What follows belongs to an exercise in optimizing a design on an open flow for small area and a short achievable clock period; a production flow would make more cautious choices.
Where RTL was checked, it was by simulation tests only, not by an equivalence proof against the original.
No activity file was given, so power comes from the tool's default toggle rates.

## gb_apu
module gb_apu (
    input  logic        clk,
    input  logic        reset,
    input  logic [15:0] addr_i,
    input  logic [ 7:0] data_i,
    input  logic        wren,
    output logic [ 7:0] data_o,
    output logic [15:0] left,
    output logic [15:0] right
);
    logic       hi_ok, in_regs, in_wave, is26;
    logic [4:0] ridx;
    assign hi_ok   = (addr_i[15:6] == 10'b1111111100);
    assign in_regs = hi_ok & (addr_i[5] ^ addr_i[4]);
    assign in_wave = hi_ok & addr_i[5] & addr_i[4];
    assign ridx    = {~addr_i[4], addr_i[3:0]};
    assign is26    = in_regs & (ridx == 5'd22);
    logic [31:0][7:0] regs, regs_n;
    logic             se;
    assign se = regs[22][7];
    logic       clr, wr_ok;
    logic [7:0] dcol;
    assign clr   = reset | (wren & is26 & ~data_i[7]);
    assign wr_ok = wren & in_regs & (se | (is26 & data_i[7]));
    assign dcol  = data_i & {8{~clr}};
    integer i;
    always_comb begin
        for (i = 0; i < 32; i = i + 1) begin
            regs_n[i] = (clr | (wr_ok & (ridx == i[4:0]))) ? dcol : regs[i];
        end
    end
    always_ff @(posedge clk) regs <= regs_n;
    logic [15:0][7:0] wave;
    logic [7:0] cur_byte, byte_n;
    logic [4:0] ptr, ptr_next;
    logic [3:0] wave_waddr;
    logic       wave_we, ch3_dac;
    assign ch3_dac    = regs[10][7];
    assign wave_waddr = ch3_dac ? ptr[4:1] : addr_i[3:0];
    assign wave_we    = ~reset & wren & in_wave;
    integer k;
    always_ff @(posedge clk) begin
        for (k = 0; k < 16; k = k + 1) begin
            if (wave_we & (wave_waddr == k[3:0])) wave[k] <= data_i;
        end
    end
    assign byte_n = (wave_we && (wave_waddr == ptr_next[4:1])) ? data_i : wave[ptr_next[4:1]];
    always_ff @(posedge clk) cur_byte <= byte_n;
    logic [3:0] trig_w, start, sp;
    assign trig_w[0] = wren & data_i[7] & (addr_i == 16'hFF14);
    assign trig_w[1] = wren & data_i[7] & (addr_i == 16'hFF19);
    assign trig_w[2] = wren & data_i[7] & (addr_i == 16'hFF1E);
  ...
Size: about 2400 cells after synthesis, ~590 flip-flops, roughly 67 I/O pins.
export LEC_CHECK = 0
export CAP_MARGIN = 20
export CORE_MARGIN = 2
export CORE_UTILIZATION = 40
export CTS_CLUSTER_DIAMETER = 80
export CTS_CLUSTER_SIZE = 30
export SETUP_SLACK_MARGIN = 5
export SLEW_MARGIN = 20
create_clock -name core_clock -period 11.0 [get_ports {clk}]
run.sh (not shown) runs the stock make flow with config.mk's settings and CLKGATE_MAP_FILE= SYNTH_SCRIPT=/design/flow/synth_recipe.tcl, a recipe that flattens the netlist after the stock synthesis.
==> next run, changes <==
CTS_CLUSTER_DIAMETER = not set   (was 80)
CTS_CLUSTER_SIZE = not set   (was 30)
What happened:
- The changed run finished clean
- clock skew drops by 0.019 ns
- area after synthesis is unchanged
- non-clock buffer count rose by 1
- register-to-register slack gets worse by 0.03 ns
- wire length went up by 1.7%
==> next run, changes <==
==> flow/flow/run.sh (new file) <==
#!/bin/bash
cp standard.sh standard_sh_copy.txt
cp config.mk config_mk_copy.txt
export BUFFER_PORTS_ARGS="-buffer_cell sky130_fd_sc_hd__buf_2"
bash standard.sh > standard_flow.log 2>&1
==> flow/standard.sh (new file) <==
#!/bin/bash
# synth_recipe.tcl (not shown) runs the flow's synth.tcl, then flattens the netlist and writes it again
# the make line also repeats each setting of config.mk as NAME=value (left out here)
make -C /OpenROAD-flow-scripts/flow DESIGN_CONFIG=/design/flow/config.mk WORK_HOME=/design/flow/orfs CLKGATE_MAP_FILE= SYNTH_SCRIPT=/design/flow/synth_recipe.tcl "${@:-finish}"
ABC_AREA = 1   (was not set)
CORE_UTILIZATION = 60   (was 40)
CTS_CLUSTER_DIAMETER = 80   (was not set)
CTS_CLUSTER_SIZE = 20   (was not set)
SETUP_SLACK_MARGIN = 4.5   (was 5)
removed: flow/run.sh
After rerunning:
- The new run finished with timing, DRC and antenna clean
- final cell count rises by a few percent
- sequential share of layout area rises by 4.6 points
- clock-buffer cell count falls by 29
- worst hold slack is better by 0.0030 ns
- final area falls by a little under a tenth
==> next run, changes <==
ABC_AREA = not set   (was 1)
CTS_CLUSTER_SIZE = 30   (was 20)
SETUP_SLACK_MARGIN = 4.6   (was 4.5)
Outcome: The changed run ran to the end with no violations. Global-route usage goes down by 2.2 points. Cell count falls by 15%. Routed wire length drops by 7.1%. Power goes down by 6.0%.
==> next run, changes <==
==> flow/flow/run.sh (replaced) <==
#!/bin/bash
cp standard.sh standard_sh_copy.txt
cp config.mk config_mk_copy.txt
export BUFFER_PORTS_ARGS="-buffer_cell sky130_fd_sc_hd__buf_4"
bash standard.sh > standard_flow.log 2>&1
CORE_UTILIZATION = 40   (was 60)
SETUP_SLACK_MARGIN = 5   (was 4.6)
Outcome:
- The new run finished with timing, DRC and antenna clean
- setup slack loses 0.19 ns
- first-iteration DRC count fell by 15%
- clock power is about the same
- design area rose by 1.8%
- cell count rose by 9.4%
- worst hold slack is about the same
- die area rose by 49%
- maximum frequency fell by 2.9%
- synthesized area does not change
No functional check of the RTL was part of any run of this note.

Another version of the RTL of gb_apu (not shown whole).
Size: ~2300 cells after synthesis, roughly 67 I/O pins, roughly 29000 um^2 of cells after synthesis.
==> flow/config.mk <==
export PLATFORM = sky130hd
export DESIGN_NAME = gb_apu
export DESIGN_NICKNAME = gb_apu
export VERILOG_FILES = /design/flow/design.v
export SDC_FILE = /design/flow/constraint.sdc
export NUM_CORES = 4
export LEC_CHECK = 0
export CAP_MARGIN = 20
export CORE_MARGIN = 2
export CORE_UTILIZATION = 60
export CTS_CLUSTER_DIAMETER = 80
export CTS_CLUSTER_SIZE = 30
export GPL_TIMING_DRIVEN = 0
export SETUP_SLACK_MARGIN = 4.6
export SLEW_MARGIN = 20
==> flow/constraint.sdc <==
create_clock -name core_clock -period 11.0 [get_ports {clk}]
set_input_delay 2.2000 -clock core_clock [delete_from_list [all_inputs] [get_ports {clk}]]
set_output_delay 2.2000 -clock core_clock [all_outputs]
set_load 0.01 [all_outputs]
standard.sh (not shown) runs the stock make flow with config.mk's settings and CLKGATE_MAP_FILE= SYNTH_SCRIPT=/design/flow/synth_recipe.tcl, a recipe that flattens the netlist after the stock synthesis.
==> flow/flow/run.sh <==
#!/bin/bash
cp standard.sh standard_sh_copy.txt
cp config.mk config_mk_copy.txt
export BUFFER_PORTS_ARGS="-buffer_cell sky130_fd_sc_hd__buf_2"
bash standard.sh > standard_flow.log 2>&1
Edit:
GPL_TIMING_DRIVEN = default   (was 0)
SETUP_SLACK_MARGIN = 4.9   (was 4.6)
Outcome:
- fmax is higher by about 4.3%
- setup slack gets better by 0.27 ns
- core utilization is lower by 0.17 points
- total power is higher by about 2.5%
- final cell count is lower by 2.4%
- hold slack gets worse by 0.0047 ns
- area after synthesis stays the same
- via count is lower by about 2.7%
- die area does not change
- first-iteration DRC count is higher by 4.6%
Edit:
CORE_UTILIZATION = 65   (was 60)
CTS_CLUSTER_SIZE = 25   (was 30)
GPL_ROUTABILITY_DRIVEN = 0   (was default)
SETUP_SLACK_MARGIN = 4.62   (was 4.9)
Power falls slightly.
Area after synthesis stays the same.
Die area falls by a little under a tenth.
Combinational power falls by a few percent.
Design area falls slightly.
Via count rises slightly.
Worst setup slack loses 0.047 ns.
Edit:
CAP_MARGIN = 10   (was 20)
CORE_UTILIZATION = 60   (was 65)
CTS_CLUSTER_SIZE = 30   (was 25)
GPL_ROUTABILITY_DRIVEN = default   (was 0)
SETUP_SLACK_MARGIN = 4.6   (was 4.62)
SLEW_MARGIN = 10   (was 20)
TNS_END_PERCENT = 20   (was default)
Sequential power is about the same.
Worst hold slack improved by 0.0045 ns.
Cell count rose slightly.
Die area rose by a little under a tenth.
Global-route usage fell by 2.8 points.
Synthesized cell count does not change.
Power rose slightly.
Utilization fell by 5.5 points.
Synthesized area does not change.
First-iteration DRC count fell by roughly a tenth.
Count of clock-buffer cells in the layout fell by 1.

==> separate check: timing with driven ports <==
In the flow no input, the clock included, has a driving cell. The finished layouts below were timed again as built, in two steps.
Step 1 assumes that a clkbuf_16 drives the clock port and a buf_2 every other input.
Step 2 times the ports against the registers' clock, not the clock port: input delays grow and output delays shrink by t, the midpoint of the rising clock arrivals with the driver on.
Slacks: ideal ports / drivers / drivers and shift; pairs: ideal ports / drivers.
run	t (ns)	setup slack, ns	worst setup path after step 2	slew at the worst register clock pin (ns)	worst data-port slew with drivers (ns)
the first run of note 1	0.644	4.468 / 4.227 / 3.968	input to register	0.11 / 0.11	0.34
the second run of note 1	0.675	4.486 / 4.170 / 3.864	input to register	0.06 / 0.06	0.39
the third run of note 1	0.645	4.356 / 4.314 / 4.124	input to register	0.09 / 0.09	0.08
the fourth run of note 1	0.691	4.615 / 4.327 / 3.871	input to register	0.12 / 0.12	0.31
the fifth run of note 1	0.701	4.424 / 4.275 / 3.938	input to register	0.12 / 0.12	0.23
the first run of note 2	0.690	4.359 / 4.252 / 4.079	input to register	0.11 / 0.11	0.12
the second run of note 2	0.634	4.633 / 4.343 / 4.245	input to register	0.11 / 0.11	0.37
the third run of note 2	0.630	4.586 / 4.246 / 4.087	input to register	0.10 / 0.10	0.38
the fourth run of note 2	0.639	4.589 / 4.276 / 4.146	input to register	0.11 / 0.11	0.34
After both steps setup and hold are still met in every run listed. For the fourth run of note 1, which loses most, drivers alone change the setup slack by -0.288 ns; drivers and shift together by -0.744 ns.
